From an optimization exercise on the open Yosys and OpenROAD flow, aimed at small area, a short achievable clock period and few clock cycles; shortcuts taken in it are not production practice. Only simulation tests tie the RTL to the original design; equivalence was not proved. No activity file was given, so power comes from the tool's default toggle rates.

## flow/design.v (module list and top-level ports; edited modules follow where they fit)
// module booth_enc: 16 lines
// module mul24_csa: 1644 lines
// module fpadd_step1: 45 lines
// module fpadd_step2: 15 lines
// module fpadd_step3: 28 lines
// module fpadd_step4: 28 lines
// module relu_key: 6 lines
// module conv_pool: 245 lines
module conv_pool (clk, rst, in_valid, in_ready, in_w, in_x0, in_x1, in_x2, in_x3,
                  in_bias, in_last, out_valid, out_z);
  // ...
==> flow/run.sh <==
#!/bin/bash
# synth_recipe.tcl (not shown) runs the flow's synth.tcl, then flattens the netlist and writes it again
# the make line also repeats each setting of config.mk as NAME=value (left out here)
make -C /OpenROAD-flow-scripts/flow DESIGN_CONFIG=/design/flow/config.mk WORK_HOME=/design/flow/orfs CLKGATE_MAP_FILE= SYNTH_SCRIPT=/design/flow/synth_recipe.tcl finish
==> flow/config.mk <==
export PLATFORM = sky130hd
export DESIGN_NAME = conv_pool
export DESIGN_NICKNAME = conv_pool
export VERILOG_FILES = /design/flow/design.v
export SDC_FILE = /design/flow/constraint.sdc
export NUM_CORES = 4
export LEC_CHECK = 0
export ABC_CLOCK_PERIOD_IN_PS = 3000
export CAP_MARGIN = 20
export CORE_MARGIN = 2
export CORE_UTILIZATION = 40
export GPL_TIMING_DRIVEN = 0
export SETUP_SLACK_MARGIN = 5
export SLEW_MARGIN = 20
==> flow/constraint.sdc <==
create_clock -name core_clock -period 11.0 [get_ports {clk}]
set_input_delay 2.2000 -clock core_clock [delete_from_list [all_inputs] [get_ports {clk}]]
set_output_delay 2.2000 -clock core_clock [all_outputs]
set_load 0.01 [all_outputs]
==> impl_metrics.toml, run 1 <==
[run_status]
status = "complete, no violations"

[synthesis]
synth_fa_ha_area_share_pct = 21.5
synth-async-reset-ratio_pct = 0
yosys_most_used_dff = "dfxtp_1"
synth_compound_gate_area_share_pct = 18.4
synthesis.area_um2 = 36800
ys_types = 82
synthXorXnorAreaFrac_pct = 11.4

[grt]
grt.met2_usage_pct = 42.6
grt_pass1_wl_mm = 182
grt_use_met1_pct = 30.6
grt_use_total_pct = 25.0
grt_max_degree = 33

[detailed_routing]
met3_wirelength_mm = 8.50

[timing]
rsz0062_at_grt = "no"
final-setup-viol-count = 0
fin_crit_sh_pct = 50.4

[floorplan]
die_area_um2 = 94300
num_io_pins = 244
row_count = 111

[clocking]
numCtsBuffers = 54
postCtsHoldBufs = 0
htreeDepth = 2

[final_layout]
regArea_um2 = 10200
layout.nonclk_buf_share_pct = 8.02

[setup_path]
rr_worst_depth = 19
crit_fanout = 10

[pwr]
p_clk_share_pct = 12.8
cell_internal_pwr_w = 0.00798
p_sw_w = 0.00706
Testbench counts, summed over its fixed seeds: cycles 17,796.
==> run 2: changes to the inputs <==
==> flow/config.mk (replaced) <==
export PLATFORM = sky130hd
export DESIGN_NAME = conv_pool
export DESIGN_NICKNAME = conv_pool
export VERILOG_FILES = /design/flow/design.v
export SDC_FILE = /design/flow/constraint.sdc
export NUM_CORES = 4
export LEC_CHECK = 0
export CAP_MARGIN = 20
export CORE_MARGIN = 2
export CORE_UTILIZATION = 40
export SLEW_MARGIN = 20
==> run 2 against run 1 <==
Net effect:
- clock power increased by 3%
- routed wire length down 12%
- clock skew is 0.0078 ns higher
- sequential share of layout area grew 0.14 points
- critical path depth rose by 1
- largest cell class unchanged
==> impl_metrics.toml, run 2 <==
[run_status]
status = "complete, no violations"

[place]
place_area_um2 = 40300
gp_congestion = 0.883
hpwl_mm = 75.7
io_buffer_count = 241

[floorplan]
die_x_um = 307
row_count = 111
start_util_pct = 40.2
fp.dieH_um = 307
coreArea_um2 = 91400
die_area_um2 = 94300
num_io_pins = 244

[final_layout]
utilization_pct = 46.3
drive_gt1_share_pct = 6.81
top_regs = "m1S (48), m1C (47)"
top_register = "m1S"
final_cell_mix = "dfxtp_1, inv_1, xnor2_1"
final_common_cell = "dfxtp_1"
largest_register_ffs = 48
final_area_um2 = 42300
area_growth_pct = 15.2
layout.nets = 4771

[timing]
fin_setup_tns_ns = 0
drv_slew = 0
fmax_mhz = 174
final-setup-viol-count = 0
fin_crit_sh_pct = 52.3
fin_skew_ns = 0.0397
hold_viol_final = 0
fin_crit_ns = 5.75
rsz0062_at_grt = "no"
tightest_slew_ns = 1.14
max_slew_margin_pct = 23.9

[detailed_routing]
highest_layer = "met4"
first_iter_violations = 2054
dr.pass1.iters = 8
ant_nets = 0
avgRoutedWirePerCell_um = 19.8
vias_per_cell = 5.52
dr_wl_met2_mm = 49.4
drt-total-wl_mm = 105
wl_met1_mm = 44.7
vias = 29300
met3_wirelength_mm = 6.97
drc = 0

[setup_path]
required_ns = 11.53
crit_path_cell_trace = "nor4_1 -> and4_1 -> inv_1 -> o21ai_0 -> a221oi_4 -> buf_4 -> a21oi_1 -> inv_1 -> o21ai_1 -> buf_4 -> clkinv_1 -> ha_1 -> fa_1 -> nor2b_1 -> o21ai_0 -> nand2b_1 -> a211o_1 -> nand2b_1 -> o2111ai_1 -> o41ai_1"
critPathCaptureType = "flop"
cp_top_family = "simple AND/OR/NAND/NOR gates"
critical_path_class = "flop to flop"
cp_num_buf_inv = 5
cp-start-kind = "flop"
crit_slowest_cell = "and4_1"
critical-path-max-stage-delay_ns = 0.72
crit_fanout = 45
worstPathArrival_ns = 6.29

[clocking]
numCtsBuffers = 56
cts-root-buf = "clkbuf_16"
clock_latency_ns = 0.66
clock-sinks = 492
htreeDepth = 2
cts_tree = "built"
postCtsHoldBufs = 0
cts_setup_buffers = 0
clockBufferDepth = 3
cts_resized = 0
cts.clk_slew.worst_paths_ns = 0.07

[run]
drv_cap = 0

[synthesis]
ys_types = 82
synth_most_common_cell = "dfxtp_1"
yosys_warnings = 3
ys_seq_elements = 492
seq_area_frac_synth_pct = 27.7
avgSynthCellArea_um2 = 9.29
synth-async-reset-ratio_pct = 0
synth_top_area_share_pct = 25.0
netlist_top_cells_count = "dfxtp_1, inv_1, xnor2_1"
yosys-top-cells-area = "dfxtp_1, fa_1, ha_1"
synth-edff-count = 33
synthesis.area_um2 = 36800
yosys.area.top_type = "dfxtp_1"
yosys_most_used_dff = "dfxtp_1"
synth_cells = 3959

[grt]
grt_pass1_vias = 29900
grt_max_degree = 84
antenna_found_initial = 1
grt_pass1_wl_mm = 166
grt_use_total_pct = 22.1
overflow = 0

[pwr]
powerDensity_nw_per_um2 = 356
ir_worst_vdd_mv = 0.217
leakagePower_nw = 18.3
power_w = 0.0151

[min_path]
hp-class = "flop to flop"
run 2: cell families (layout without fill, tap and decap cells):
kind of cell | Yosys count | count (layout) | synth area share, %
buf+inv | 653 | 822 | 6.72
mux | 117 | 117 | 3.84
flops | 492 | 492 | 27.7
xor+xnor | 477 | 477 | 11.4
simple gates | 767 | 767 | 10.4
compound gates | 969 | 969 | 18.4
other cells | 1 | 3 | 0.0102
fa+ha+maj | 483 | 483 | 21.5
run 2: area by class of cell:
class	instances	area, um2
flip-flops and latches	492	10200
clock buffers	72	1550
clock inverters	34	448
multi-input cells	2815	24200
repair buffers	324	3040
fillers	8749	49000
well taps	1186	1480
diodes	1	2.50
inverters	392	1470
run 2: path summary, 6_finish.rpt:
kind | from | end | slack, ns | cells past startpoint
max reg2reg | s2Sum[16] | s3Exp[8] | 5.25 | 20
min reg2reg | s1ExpX[0] | s2ExpX[0] | 0.32 | 0
min | s1ExpX[0] | s2ExpX[0] | 0.32 | 0
max | s2Sum[16] | s3Exp[8] | 5.25 | 20
run 2: report_power, final:
part / total (W) / switching, W / internal [W]
registers: 0.00337 / 0.000644 / 0.00273
clock network: 0.00198 / 0.000820 / 0.00116
logic: 0.00971 / 0.00556 / 0.00415
total: 0.0151 / 0.00702 / 0.00804
run 2: metal layers:
metal / vias up / global-route usage (%)
li1: 14000 / -
met1: 14000 / 28.2
met2: 1106 / 37.2
met3: 279 / 3.49
met4: 0 / 9.31
met5: - / 0
run 2: through the flow:
step / hold slack [ns] / setup WS (ns) / std cells
6_report: 0.319 / 5.25 / 5316
5_1_grt: 0.330 / 4.78 / 5315
4_1_cts: 0.320 / 5.28 / 5315
3_5_place_dp: 0.312 / 5.28 / 5209
3_3_place_gp: 0.311 / 5.22 / 5209
2_1_floorplan: 0.310 / 6.18 / 3960
==> module fpadd_step1, before the edit <==
module fpadd_step1 (X, Y, fracX, expX, fracY, shiftVal, effSub, excRt, signR);
   input [33:0] X;
   input [33:0] Y;
   output [22:0] fracX;
   output [7:0] expX;
   output [23:0] fracY;
   output [4:0] shiftVal;
   output effSub;
   output reg [1:0] excRt;
   output signR;
   wire swap = {X[33:32], X[30:0]} < {Y[33:32], Y[30:0]};
   wire [7:0] eXmeY = X[30:23] - Y[30:23];
   wire [7:0] eYmeX = Y[30:23] - X[30:23];
   wire [4:0] svXY = (eXmeY > 8'd25) ? 5'd26 : eXmeY[4:0];
   wire [4:0] svYX = (eYmeX > 8'd25) ? 5'd26 : eYmeX[4:0];
   wire [33:0] newX = swap ? Y : X;
   wire [33:0] newY = swap ? X : Y;
   wire [1:0] excX = newX[33:32];
   wire [1:0] excY = newY[33:32];
   wire signX = newX[31];
   wire signY = newY[31];
   wire [5:0] sXsYExnXY = {signX, signY, excX, excY};
   assign shiftVal = swap ? svYX : svXY;
   assign fracX = newX[22:0];
   assign expX = newX[30:23];
   assign fracY = (excY == 2'b00) ? 24'd0 : {1'b1, newY[22:0]};
   assign effSub = signX ^ signY;
   assign signR = ((sXsYExnXY == 6'b100000) || (sXsYExnXY == 6'b010000)) ? 1'b0 : signX;
   always @(*) begin
      case (sXsYExnXY)
         6'b000000, 6'b010000, 6'b100000, 6'b110000:
            excRt = 2'b00;
         6'b000101, 6'b010101, 6'b100101, 6'b110101,
         6'b000100, 6'b010100, 6'b100100, 6'b110100,
         6'b000001, 6'b010001, 6'b100001, 6'b110001:
            excRt = 2'b01;
         6'b111010, 6'b001010, 6'b001000, 6'b011000, 6'b101000, 6'b111000,
         6'b000010, 6'b010010, 6'b100010, 6'b110010, 6'b001001, 6'b011001,
         6'b101001, 6'b111001, 6'b000110, 6'b010110, 6'b100110, 6'b110110:
            excRt = 2'b10;
         default:
            excRt = 2'b11;
      endcase
   end
endmodule
==> module fpadd_step2, before the edit <==
module fpadd_step2 (fracX, fracY, shiftVal, effSub, sum, sticky);
   input [22:0] fracX;
   input [23:0] fracY;
   input [4:0] shiftVal;
   input effSub;
   output [26:0] sum;
   output sticky;
   wire [25:0] padded = {fracY, 2'b00};
   wire [25:0] shifted = padded >> shiftVal;
   wire [25:0] lost = padded & ~({26{1'b1}} << shiftVal);
   assign sticky = |lost;
   wire [26:0] yOp = {1'b0, shifted} ^ {27{effSub}};
   wire [26:0] xOp = {2'b01, fracX, 2'b00};
   assign sum = xOp + yOp + {26'd0, effSub & ~sticky};
endmodule
==> module fpadd_step3, before the edit <==
module fpadd_step3 (sum, sticky, expX, updatedExp, frac, needToRound, eqdiffsign);
   input [26:0] sum;
   input sticky;
   input [7:0] expX;
   output [9:0] updatedExp;
   output [22:0] frac;
   output needToRound;
   output eqdiffsign;
   wire [27:0] level5 = {sum, sticky};
   wire count4 = (level5[27:12] == 16'd0);
   wire [27:0] level4 = count4 ? {level5[11:0], 16'd0} : level5;
   wire count3 = (level4[27:20] == 8'd0);
   wire [27:0] level3 = count3 ? {level4[19:0], 8'd0} : level4;
   wire count2 = (level3[27:24] == 4'd0);
   wire [27:0] level2 = count2 ? {level3[23:0], 4'd0} : level3;
   wire count1 = (level2[27:26] == 2'd0);
   wire [27:0] level1 = count1 ? {level2[25:0], 2'd0} : level2;
   wire count0 = ~level1[27];
   wire [27:0] level0 = count0 ? {level1[26:0], 1'b0} : level1;
   wire [4:0] count = {count4, count3, count2, count1, count0};
   assign eqdiffsign = (count == 5'b11111);
   assign updatedExp = {2'b00, expX} + 10'd1 - {5'd0, count};
   assign frac = level0[26:4];
   wire stk = |level0[2:0];
   wire rnd = level0[3];
   wire lsb = level0[4];
   assign needToRound = rnd & (stk | lsb);
endmodule
==> module conv_pool, before the edit <==
module conv_pool (clk, rst, in_valid, in_ready, in_w, in_x0, in_x1, in_x2, in_x3,
                  in_bias, in_last, out_valid, out_z);
   input clk;
   input rst;
   input in_valid;
   output in_ready;
   input [33:0] in_w;
   input [33:0] in_x0;
   input [33:0] in_x1;
   input [33:0] in_x2;
   input [33:0] in_x3;
   input [33:0] in_bias;
   input in_last;
   output reg out_valid;
   output [33:0] out_z;
   reg [1:0] slot;      
   reg [1:0] step;      
   reg bph;             
   reg lastr;           
   reg newvec;          
   wire adv = in_valid && (step == slot);
   assign in_ready = (slot == 2'd3) && (step == 2'd3) && (bph || !lastr);
   always @(posedge clk) begin
      if (rst) begin
         slot <= 2'd0;
         step <= 2'd0;
         bph <= 1'b0;
         newvec <= 1'b1;
      end else begin
         slot <= slot + 2'd1;
         if (adv) begin
            step <= step + 2'd1;
            if (step == 2'd3) begin
               if (!bph && lastr) begin
                  bph <= 1'b1;
               end else begin
                  bph <= 1'b0;
                  newvec <= bph;
               end
            end
         end
      end
   end
   always @(posedge clk) begin
      if (adv && step == 2'd0 && !bph)
         lastr <= in_last;
   end
   reg [33:0] xsel;
   always @(*) begin
      case (slot)
         2'd0: xsel = in_x0;
         2'd1: xsel = in_x1;
         2'd2: xsel = in_x2;
         default: xsel = in_x3;
      endcase
   end
   wire [33:0] xin = bph ? in_bias : xsel;
   wire [11:0] bneg, bone, btwo;
   booth_enc benc (.b({1'b1, in_w[22:0]}), .neg(bneg), .one(bone), .two(btwo));
   reg [33:0] aX;
   reg [1:0] aWexc;
   reg aWsign;
   reg [7:0] aWexp;
   reg [11:0] aNeg, aOne, aTwo;
   reg aFirst, aBias;
   always @(posedge clk) begin
      aX[31:0] <= xin[31:0];
      aX[33:32] <= adv ? xin[33:32] : 2'b00;
      aWexc <= (bph || !adv) ? 2'b01 : in_w[33:32];
      aWsign <= bph ? 1'b0 : in_w[31];
      aWexp <= bph ? 8'd127 : in_w[30:23];
      aNeg <= bph ? 12'h800 : bneg;
      aOne <= bph ? 12'd0 : bone;
      aTwo <= bph ? 12'h800 : btwo;
      aFirst <= adv && newvec && !bph;
   end
   always @(posedge clk) begin
      if (rst) aBias <= 1'b0;
      else aBias <= adv && bph;
   end
   wire [47:0] ps, pc;
   mul24_csa mul (.a({1'b1, aX[22:0]}), .neg(aNeg), .one(aOne), .two(aTwo), .s(ps), .c(pc));
   reg [3:0] excSel;
   reg [1:0] mExc;
   always @(*) begin
      case ({aX[33:32], aWexc})
         4'b0000, 4'b0001, 4'b0100: mExc = 2'b00;
         4'b0101: mExc = 2'b01;
         4'b0110, 4'b1001, 4'b1010: mExc = 2'b10;
         default: mExc = 2'b11;
      endcase
   end
   reg [47:0] m1S, m1C;
   reg [9:0] m1Exp;
   reg m1Sign;
   reg [1:0] m1Exc;
   reg m1First, m1Bias;
   always @(posedge clk) begin
      m1S <= ps;
      m1C <= pc;
      m1Exp <= {2'b00, aX[30:23]} + {2'b00, aWexp} - 10'd127;
      m1Sign <= aX[31] ^ aWsign;
      m1Exc <= mExc;
      m1First <= aFirst;
   end
   always @(posedge clk) begin
      if (rst) m1Bias <= 1'b0;
      else m1Bias <= aBias;
   end
   wire [47:0] prod = m1S + m1C;
   reg [25:0] m2P;
   reg m2St;
   reg [9:0] m2Exp;
   reg m2Sign;
   reg [1:0] m2Exc;
   reg m2First, m2Bias;
   always @(posedge clk) begin
      m2P <= prod[47:22];
      m2St <= |prod[21:0];
      m2Exp <= m1Exp;
      m2Sign <= m1Sign;
      m2Exc <= m1Exc;
      m2First <= m1First;
   end
   always @(posedge clk) begin
      if (rst) m2Bias <= 1'b0;
      else m2Bias <= m1Bias;
   end
   wire norm = m2P[25];
   wire [22:0] mFrac = norm ? m2P[24:2] : m2P[23:1];
   wire mRb = norm ? m2P[1] : m2P[0];
   wire mSt = norm ? (m2P[0] | m2St) : m2St;
   wire mRound = mRb & (mSt | mFrac[0]);
   wire [32:0] mRounded = {m2Exp + {9'd0, norm}, mFrac} + {32'd0, mRound};
   reg [1:0] excPostNorm;
   always @(*) begin
      case (mRounded[32:31])
         2'b00: excPostNorm = 2'b01;
         2'b01: excPostNorm = 2'b10;
         default: excPostNorm = 2'b00;
      endcase
   end
   wire [1:0] finalExc = (m2Exc == 2'b01) ? excPostNorm : m2Exc;
   reg [33:0] P;
   reg pFirst, pBias;
   always @(posedge clk) begin
      P <= {finalExc, m2Sign, mRounded[30:0]};
      pFirst <= m2First;
   end
   always @(posedge clk) begin
      if (rst) pBias <= 1'b0;
      else pBias <= m2Bias;
   end
   reg [33:0] R;
   wire [33:0] accX = {pFirst ? 2'b00 : R[33:32], R[31] & ~pFirst, R[30:0]};
   wire [22:0] a1FracX;
   wire [7:0] a1ExpX;
   wire [23:0] a1FracY;
   wire [4:0] a1Shift;
   wire a1EffSub, a1SignR;
   wire [1:0] a1ExcRt;
   fpadd_step1 add1 (.X(accX), .Y(P), .fracX(a1FracX), .expX(a1ExpX), .fracY(a1FracY),
                     .shiftVal(a1Shift), .effSub(a1EffSub), .excRt(a1ExcRt), .signR(a1SignR));
   reg [22:0] s1FracX;
   reg [7:0] s1ExpX;
   reg [23:0] s1FracY;
   reg [4:0] s1Shift;
   reg s1EffSub, s1SignR, s1Bias;
   reg [1:0] s1ExcRt;
   always @(posedge clk) begin
      s1FracX <= a1FracX;
      s1ExpX <= a1ExpX;
      s1FracY <= a1FracY;
      s1Shift <= a1Shift;
      s1EffSub <= a1EffSub;
      s1SignR <= a1SignR;
      s1ExcRt <= a1ExcRt;
   end
   wire [26:0] a2Sum;
   wire a2Sticky;
   fpadd_step2 add2 (.fracX(s1FracX), .fracY(s1FracY), .shiftVal(s1Shift), .effSub(s1EffSub),
                     .sum(a2Sum), .sticky(a2Sticky));
   reg [26:0] s2Sum;
   reg s2Sticky, s2EffSub, s2SignR, s2Bias;
   reg [7:0] s2ExpX;
   reg [1:0] s2ExcRt;
   always @(posedge clk) begin
      s2Sum <= a2Sum;
      s2Sticky <= a2Sticky;
      s2ExpX <= s1ExpX;
      s2EffSub <= s1EffSub;
      s2SignR <= s1SignR;
      s2ExcRt <= s1ExcRt;
   end
   wire [9:0] a3Exp;
   wire [22:0] a3Frac;
   wire a3Round, a3Eq;
   fpadd_step3 add3 (.sum(s2Sum), .sticky(s2Sticky), .expX(s2ExpX), .updatedExp(a3Exp),
                     .frac(a3Frac), .needToRound(a3Round), .eqdiffsign(a3Eq));
   reg [9:0] s3Exp;
   reg [22:0] s3Frac;
   reg s3Round, s3Eq, s3EffSub, s3SignR, s3Bias;
   reg [1:0] s3ExcRt;
   always @(posedge clk) begin
      s3Exp <= a3Exp;
      s3Frac <= a3Frac;
      s3Round <= a3Round;
      s3Eq <= a3Eq;
      s3EffSub <= s2EffSub;
      s3SignR <= s2SignR;
      s3ExcRt <= s2ExcRt;
   end
   wire [33:0] a4R;
   fpadd_step4 add4 (.updatedExp(s3Exp), .frac(s3Frac), .needToRound(s3Round), .eqdiffsign(s3Eq),
                     .effSub(s3EffSub), .excRt(s3ExcRt), .signR(s3SignR), .R(a4R));
   reg rBias;
   always @(posedge clk) begin
      R <= a4R;
   end
   always @(posedge clk) begin
      if (rst) begin
         s1Bias <= 1'b0;
         s2Bias <= 1'b0;
         s3Bias <= 1'b0;
         rBias <= 1'b0;
      end else begin
         s1Bias <= pBias;
         s2Bias <= s1Bias;
         s3Bias <= s2Bias;
         rBias <= s3Bias;
      end
   end
   wire [31:0] key;
   relu_key rk (.X(R), .K(key));
   reg [31:0] mx;
   always @(posedge clk) begin
      if (rBias && (slot == 2'd0 || key > mx))
         mx <= key;
   end
   always @(posedge clk) begin
      if (rst) out_valid <= 1'b0;
      else out_valid <= rBias && (slot == 2'd3);
   end
   assign out_z = {1'b0, mx[31], 1'b0, mx[30:0]};
endmodule
==> run 3: changes to the inputs <==
--- a/flow/design.v
+++ b/flow/design.v
@@ -1658,7 +1658,17 @@
    assign s[47] = s595;
    assign c[47] = c594;
 endmodule
-module fpadd_step1 (X, Y, fracX, expX, fracY, shiftVal, effSub, excRt, signR);
+module tz_pad (f, tz);
+   input [22:0] f;
+   output reg [4:0] tz;
+   integer i;
+   always @(*) begin
+      tz = 5'd25;
+      for (i = 22; i >= 0; i = i - 1)
+         if (f[i]) tz = i[4:0] + 5'd2;
+   end
+endmodule
+module fpadd_step1 (X, Y, fracX, expX, fracY, shiftVal, effSub, excRt, signR, sticky);
    input [33:0] X;
    input [33:0] Y;
    output [22:0] fracX;
@@ -1668,6 +1678,7 @@
    output effSub;
    output reg [1:0] excRt;
    output signR;
+   output sticky;      
    wire swap = {X[33:32], X[30:0]} < {Y[33:32], Y[30:0]};
    wire [7:0] eXmeY = X[30:23] - Y[30:23];
    wire [7:0] eYmeX = Y[30:23] - X[30:23];
@@ -1681,6 +1692,12 @@
    wire signY = newY[31];
    wire [5:0] sXsYExnXY = {signX, signY, excX, excY};
    assign shiftVal = swap ? svYX : svXY;
+   wire [4:0] tzX, tzY;
+   tz_pad tzx (.f(X[22:0]), .tz(tzX));
+   tz_pad tzy (.f(Y[22:0]), .tz(tzY));
+   wire stXY = (Y[33:32] != 2'b00) && ({1'b0, tzY} < {1'b0, svXY});
+   wire stYX = (X[33:32] != 2'b00) && ({1'b0, tzX} < {1'b0, svYX});
+   assign sticky = swap ? stYX : stXY;
    assign fracX = newX[22:0];
    assign expX = newX[30:23];
    assign fracY = (excY == 2'b00) ? 24'd0 : {1'b1, newY[22:0]};
@@ -1703,17 +1720,15 @@
       endcase
    end
 endmodule
-module fpadd_step2 (fracX, fracY, shiftVal, effSub, sum, sticky);
+module fpadd_step2 (fracX, fracY, shiftVal, effSub, sticky, sum);
    input [22:0] fracX;
    input [23:0] fracY;
    input [4:0] shiftVal;
    input effSub;
+   input sticky;
    output [26:0] sum;
-   output sticky;
    wire [25:0] padded = {fracY, 2'b00};
    wire [25:0] shifted = padded >> shiftVal;
-   wire [25:0] lost = padded & ~({26{1'b1}} << shiftVal);
-   assign sticky = |lost;
    wire [26:0] yOp = {1'b0, shifted} ^ {27{effSub}};
    wire [26:0] xOp = {2'b01, fracX, 2'b00};
    assign sum = xOp + yOp + {26'd0, effSub & ~sticky};
@@ -1726,19 +1741,38 @@
    output [22:0] frac;
    output needToRound;
    output eqdiffsign;
-   wire [27:0] level5 = {sum, sticky};
-   wire count4 = (level5[27:12] == 16'd0);
-   wire [27:0] level4 = count4 ? {level5[11:0], 16'd0} : level5;
-   wire count3 = (level4[27:20] == 8'd0);
-   wire [27:0] level3 = count3 ? {level4[19:0], 8'd0} : level4;
-   wire count2 = (level3[27:24] == 4'd0);
-   wire [27:0] level2 = count2 ? {level3[23:0], 4'd0} : level3;
-   wire count1 = (level2[27:26] == 2'd0);
-   wire [27:0] level1 = count1 ? {level2[25:0], 2'd0} : level2;
-   wire count0 = ~level1[27];
-   wire [27:0] level0 = count0 ? {level1[26:0], 1'b0} : level1;
-   wire [4:0] count = {count4, count3, count2, count1, count0};
-   assign eqdiffsign = (count == 5'b11111);
+   wire [27:0] v = {sum, sticky};
+   wire [31:0] x = {v, 4'b1111};
+   wire [15:0] nz1;           
+   wire [15:0] c1;            
+   wire [7:0] nz2;
+   wire [15:0] c2;
+   wire [3:0] nz3;
+   wire [11:0] c3;
+   wire [1:0] nz4;
+   wire [7:0] c4;
+   genvar i;
+   generate
+      for (i = 0; i < 16; i = i + 1) begin : l1
+         assign nz1[i] = x[2*i+1] | x[2*i];
+         assign c1[i] = ~x[2*i+1];
+      end
+      for (i = 0; i < 8; i = i + 1) begin : l2
+         assign nz2[i] = nz1[2*i+1] | nz1[2*i];
+         assign c2[2*i+1:2*i] = nz1[2*i+1] ? {1'b0, c1[2*i+1]} : {1'b1, c1[2*i]};
+      end
+      for (i = 0; i < 4; i = i + 1) begin : l3
+         assign nz3[i] = nz2[2*i+1] | nz2[2*i];
+         assign c3[3*i+2:3*i] = nz2[2*i+1] ? {1'b0, c2[4*i+3:4*i+2]} : {1'b1, c2[4*i+1:4*i]};
+      end
+      for (i = 0; i < 2; i = i + 1) begin : l4
+         assign nz4[i] = nz3[2*i+1] | nz3[2*i];
+         assign c4[4*i+3:4*i] = nz3[2*i+1] ? {1'b0, c3[6*i+5:6*i+3]} : {1'b1, c3[6*i+2:6*i]};
+      end
+   endgenerate
+   wire [4:0] count = nz4[1] ? {1'b0, c4[7:4]} : {1'b1, c4[3:0]};
+   wire [27:0] level0 = v << count;
+   assign eqdiffsign = (v == 28'd0);
    assign updatedExp = {2'b00, expX} + 10'd1 - {5'd0, count};
    assign frac = level0[26:4];
    wire stk = |level0[2:0];
@@ -1801,32 +1835,31 @@
    reg lastr;           
    reg newvec;          
    wire adv = in_valid && (step == slot);
-   assign in_ready = (slot == 2'd3) && (step == 2'd3) && (bph || !lastr);
+   reg rdy;
+   assign in_ready = rdy;
+   wire [1:0] slotN = slot + 2'd1;
+   wire [1:0] stepN = adv ? step + 2'd1 : step;
+   wire toBias = adv && (step == 2'd3) && !bph && lastr;
+   wire accept = adv && (step == 2'd3) && (bph || !lastr);
+   wire bphN = toBias ? 1'b1 : (accept ? 1'b0 : bph);
+   wire lastrN = (adv && step == 2'd0 && !bph) ? in_last : lastr;
    always @(posedge clk) begin
+      lastr <= lastrN;
       if (rst) begin
          slot <= 2'd0;
          step <= 2'd0;
          bph <= 1'b0;
          newvec <= 1'b1;
+         rdy <= 1'b0;
       end else begin
-         slot <= slot + 2'd1;
-         if (adv) begin
-            step <= step + 2'd1;
-            if (step == 2'd3) begin
-               if (!bph && lastr) begin
-                  bph <= 1'b1;
-               end else begin
-                  bph <= 1'b0;
-                  newvec <= bph;
-               end
-            end
-         end
+         slot <= slotN;
+         step <= stepN;
+         bph <= bphN;
+         if (accept)
+            newvec <= bph;
+         rdy <= (slotN == 2'd3) && (stepN == 2'd3) && (bphN || !lastrN);
       end
    end
-   always @(posedge clk) begin
-      if (adv && step == 2'd0 && !bph)
-         lastr <= in_last;
-   end
    reg [33:0] xsel;
    always @(*) begin
       case (slot)
@@ -1939,15 +1972,16 @@
    wire [7:0] a1ExpX;
    wire [23:0] a1FracY;
    wire [4:0] a1Shift;
-   wire a1EffSub, a1SignR;
+   wire a1EffSub, a1SignR, a1Sticky;
    wire [1:0] a1ExcRt;
    fpadd_step1 add1 (.X(accX), .Y(P), .fracX(a1FracX), .expX(a1ExpX), .fracY(a1FracY),
-                     .shiftVal(a1Shift), .effSub(a1EffSub), .excRt(a1ExcRt), .signR(a1SignR));
+                     .shiftVal(a1Shift), .effSub(a1EffSub), .excRt(a1ExcRt), .signR(a1SignR),
+                     .sticky(a1Sticky));
    reg [22:0] s1FracX;
    reg [7:0] s1ExpX;
    reg [23:0] s1FracY;
    reg [4:0] s1Shift;
-   reg s1EffSub, s1SignR, s1Bias;
+   reg s1EffSub, s1SignR, s1Sticky, s1Bias;
    reg [1:0] s1ExcRt;
    always @(posedge clk) begin
       s1FracX <= a1FracX;
@@ -1955,20 +1989,20 @@
       s1FracY <= a1FracY;
       s1Shift <= a1Shift;
       s1EffSub <= a1EffSub;
+      s1Sticky <= a1Sticky;
       s1SignR <= a1SignR;
       s1ExcRt <= a1ExcRt;
    end
    wire [26:0] a2Sum;
-   wire a2Sticky;
    fpadd_step2 add2 (.fracX(s1FracX), .fracY(s1FracY), .shiftVal(s1Shift), .effSub(s1EffSub),
-                     .sum(a2Sum), .sticky(a2Sticky));
+                     .sticky(s1Sticky), .sum(a2Sum));
    reg [26:0] s2Sum;
    reg s2Sticky, s2EffSub, s2SignR, s2Bias;
    reg [7:0] s2ExpX;
    reg [1:0] s2ExcRt;
    always @(posedge clk) begin
       s2Sum <= a2Sum;
-      s2Sticky <= a2Sticky;
+      s2Sticky <= s1Sticky;
       s2ExpX <= s1ExpX;
       s2EffSub <= s1EffSub;
       s2SignR <= s1SignR;
--- a/flow/config.mk
+++ b/flow/config.mk
@@ -5,7 +5,7 @@
 export SDC_FILE = /design/flow/constraint.sdc
 export NUM_CORES = 4
 export LEC_CHECK = 0
-export CAP_MARGIN = 20
+export CAP_MARGIN = 70
 export CORE_MARGIN = 2
 export CORE_UTILIZATION = 40
-export SLEW_MARGIN = 20
+export SLEW_MARGIN = 70
==> run 3 against run 2 <==
Net effect:
- still clean on timing, DRC and antenna
- sequential share of layout area is 0.46 points lower
- clock power is 8% lower
- routed wire length is 7.0% higher
- core utilization is 0.22 points higher
==> impl_metrics.toml, run 3 <==
[run_status]
status = "complete, no violations"

[final_layout]
drive_gt1_share_pct = 7.27
regArea_um2 = 10200
final_cell_mix = "dfxtp_1, inv_1, xnor2_1"
layout.nets = 4977
n_fill_cell = 9051
final_common_cell = "dfxtp_1"
top_register = "m1S"
fin_cells = 5577
top_regs = "m1S (48), m1C (47)"
largest_register_ffs = 48
utilization_pct = 46.5
area_growth_pct = 15.4
multi_input_area_um2 = 25000

[min_path]
hp-class = "flop to flop"

[setup_path]
cp-start-kind = "flop"
required_ns = 11.56
crit_fanout = 23
critPathCaptureType = "flop"
cp_common_cell = "a21oi_1"
crit_slowest_cell = "mux4_1"
critical_path_class = "flop to flop"
worstPathArrival_ns = 5.16
critical-path-max-stage-delay_ns = 0.61
crit_path_cell_trace = "buf_4 -> buf_16 -> mux4_1 -> and2_1 -> a211oi_1 -> a21oi_1 -> nand2_1 -> o21ai_0 -> xor2_1 -> ha_1 -> ha_1 -> a21o_1 -> a211o_1 -> a21oi_1 -> o21a_1 -> o31ai_2 -> a41oi_2 -> o31a_1 -> a21oi_1 -> mux2i_1"

[synthesis]
yosys_most_used_dff = "dfxtp_1"
avgSynthCellArea_um2 = 9.05
synth-edff-count = 32
synthesis.area_um2 = 37700
ys_types = 102
netlist_top_cells_count = "dfxtp_1, inv_1, xnor2_1"
synth_top_area_share_pct = 24.6
ys_seq_elements = 494
synth_cells = 4159
yosys-top-cells-area = "dfxtp_1, fa_1, ha_1"
synth-async-reset-ratio_pct = 0
yosys.area.top_type = "dfxtp_1"
synth_most_common_cell = "dfxtp_1"
seq_area_frac_synth_pct = 27.1
yosys_warnings = 4

[grt]
grt_use_met1_pct = 29.1
grt_max_degree = 77
use_met3_pct = 3.57
grt_pass1_wl_mm = 176
grt.met2_usage_pct = 38.8
grt_pass1_vias = 31100
grt_use_total_pct = 22.8
antenna_found_initial = 1
overflow = 0
gr-max-usage-layer = "met2"

[pwr]
powerDensity_nw_per_um2 = 350
ir_worst_vdd_mv = 0.212
leakagePower_nw = 18.4

[detailed_routing]
drc = 0
dr.pass1.iters = 8
vias_per_cell = 5.56
first_iter_violations = 2857
vias = 31000
drt-total-wl_mm = 113
avgRoutedWirePerCell_um = 20.2
ant_nets = 0

[timing]
drv_slew = 0
fmax_mhz = 218
fin_setup_tns_ns = 0
hold_viol_final = 0
fin_crit_ns = 4.60
final-setup-viol-count = 0
fin_skew_ns = 0.0272
rsz0062_at_grt = "no"
fin_crit_sh_pct = 41.8

[clocking]
htreeDepth = 2
cts.clk_slew.worst_paths_ns = 0.06
clockBufferDepth = 3
clock-sinks = 494
cts_setup_buffers = 0
postCtsHoldBufs = 0
cts-root-buf = "clkbuf_16"
clock_latency_ns = 0.65
cts_tree = "built"
cts_resized = 0
numCtsBuffers = 53

[place]
hpwl_mm = 81.8
dp.cells = 5474
gp_congestion = 0.902
io_buffer_count = 241

[floorplan]
die_area_um2 = 96600
fp.dieH_um = 311
start_util_pct = 40.3
row_count = 112
num_io_pins = 244
die_x_um = 311
coreArea_um2 = 93300

[run]
drv_cap = 0
run 3: final cells by class:
cell class,count,share of cell area [%]
multi-input combinational,2984,57.7
sequential,494,23.6
timing repair buffer,328,7.38
inverter,418,3.68
tap,1254,3.61
clock buffer,71,3.37
clock inverter,27,0.717
antenna,1,0.00576
run 3: metrics by stage:
stage	hold slack, ns	worst slack (ns)	instance area (um2)	power (W)
floorplan	0.310	6.48	37700	0.0103
global placement	0.310	6.07	41100	0.0130
detailed placement	0.312	6.30	41500	0.0133
CTS	0.325	6.29	43300	0.0152
global route	0.331	6.09	43400	0.0167
finish	0.325	6.40	43400	0.0152
run 3: logic make-up (layout without fill, tap and decap cells):
group,Yosys count,after routing,synth area share [%]
AO/OA/AOI/OAI,1085,1085,19.9
XOR/XNOR,463,463,10.8
adder cells (fa/ha/maj),490,490,21.3
buffers and inverters,682,844,7.05
flip-flops,494,494,27.1
multiplexers,77,77,2.36
other,1,3,0.00996
AND/OR/NAND/NOR,867,867,11.5
run 3: routing by layer:
layer,part of all wire (%),vias up
met5,0.012,-
met1,41,14800
met4,3.5,2
met2,48,1275
li1,-,14700
met3,7.3,214
run 3: final timing paths:
path / from / to / slack [ns] / depth (start not counted)
max: s1Shift[0] / s2Sum[26] / 6.40 / 20
min: m1Exp[7] / m2Exp[7] / 0.33 / 0
max reg2reg: s1Shift[0] / s2Sum[26] / 6.40 / 20
min reg2reg: m1Exp[7] / m2Exp[7] / 0.33 / 0
run 3: critical path: cells and delay by family (launching register included):
kind / cells / cell delay (ns)
XOR/XNOR: 1 / 0.16
multiplexers: 2 / 0.84
AND/OR/NAND/NOR: 2 / 0.28
adder cells (fa/ha/maj): 2 / 0.45
flip-flops: 1 / 0.30
AO/OA/AOI/OAI: 11 / 2.06
buffers and inverters: 2 / 0.38
run 3: power by group:
group / switching, W / total [W] / internal (W)
registers: 0.000733 / 0.00345 / 0.00272
clock network: 0.000779 / 0.00182 / 0.00104
logic: 0.00580 / 0.00994 / 0.00414
total: 0.00731 / 0.0152 / 0.00789
Testbench counts of run 3, summed over its fixed seeds: cycles 17,796.

-- afterwards: timing with drivers on the ports --
The flow's constraints put no driver on any port. The routed layouts listed below were extracted and timed again, unchanged, in two steps. Step 1 (the two cells are an assumption about what drives the block):
set clk [get_ports {clk}]
set_driving_cell -lib_cell sky130_fd_sc_hd__clkbuf_16 $clk
set_driving_cell -lib_cell sky130_fd_sc_hd__buf_2 [delete_from_list [all_inputs] $clk]
Step 2, shift: input delay + t, output delay - t, t = (earliest + latest rising clock arrival at the registers) / 2. This alone moves slack from input paths to output paths. a / b / c = ideal / step 1 / step 2; a / b = the first two.
| run | t, ns | slack for setup (ns) | worst setup path after step 2 | latest minus earliest clock arrival (ns) |
|---|---|---|---|---|
| run 1 | 0.705 | 5.457 / 5.457 / 5.457 | register to register | 0.032 / 0.032 |
| run 2 | 0.705 | 5.248 / 5.248 / 5.248 | register to register | 0.043 / 0.042 |
| run 3 | 0.698 | 6.402 / 6.402 / 6.402 | register to register | 0.030 / 0.031 |
After both steps every run listed still meets setup and hold.
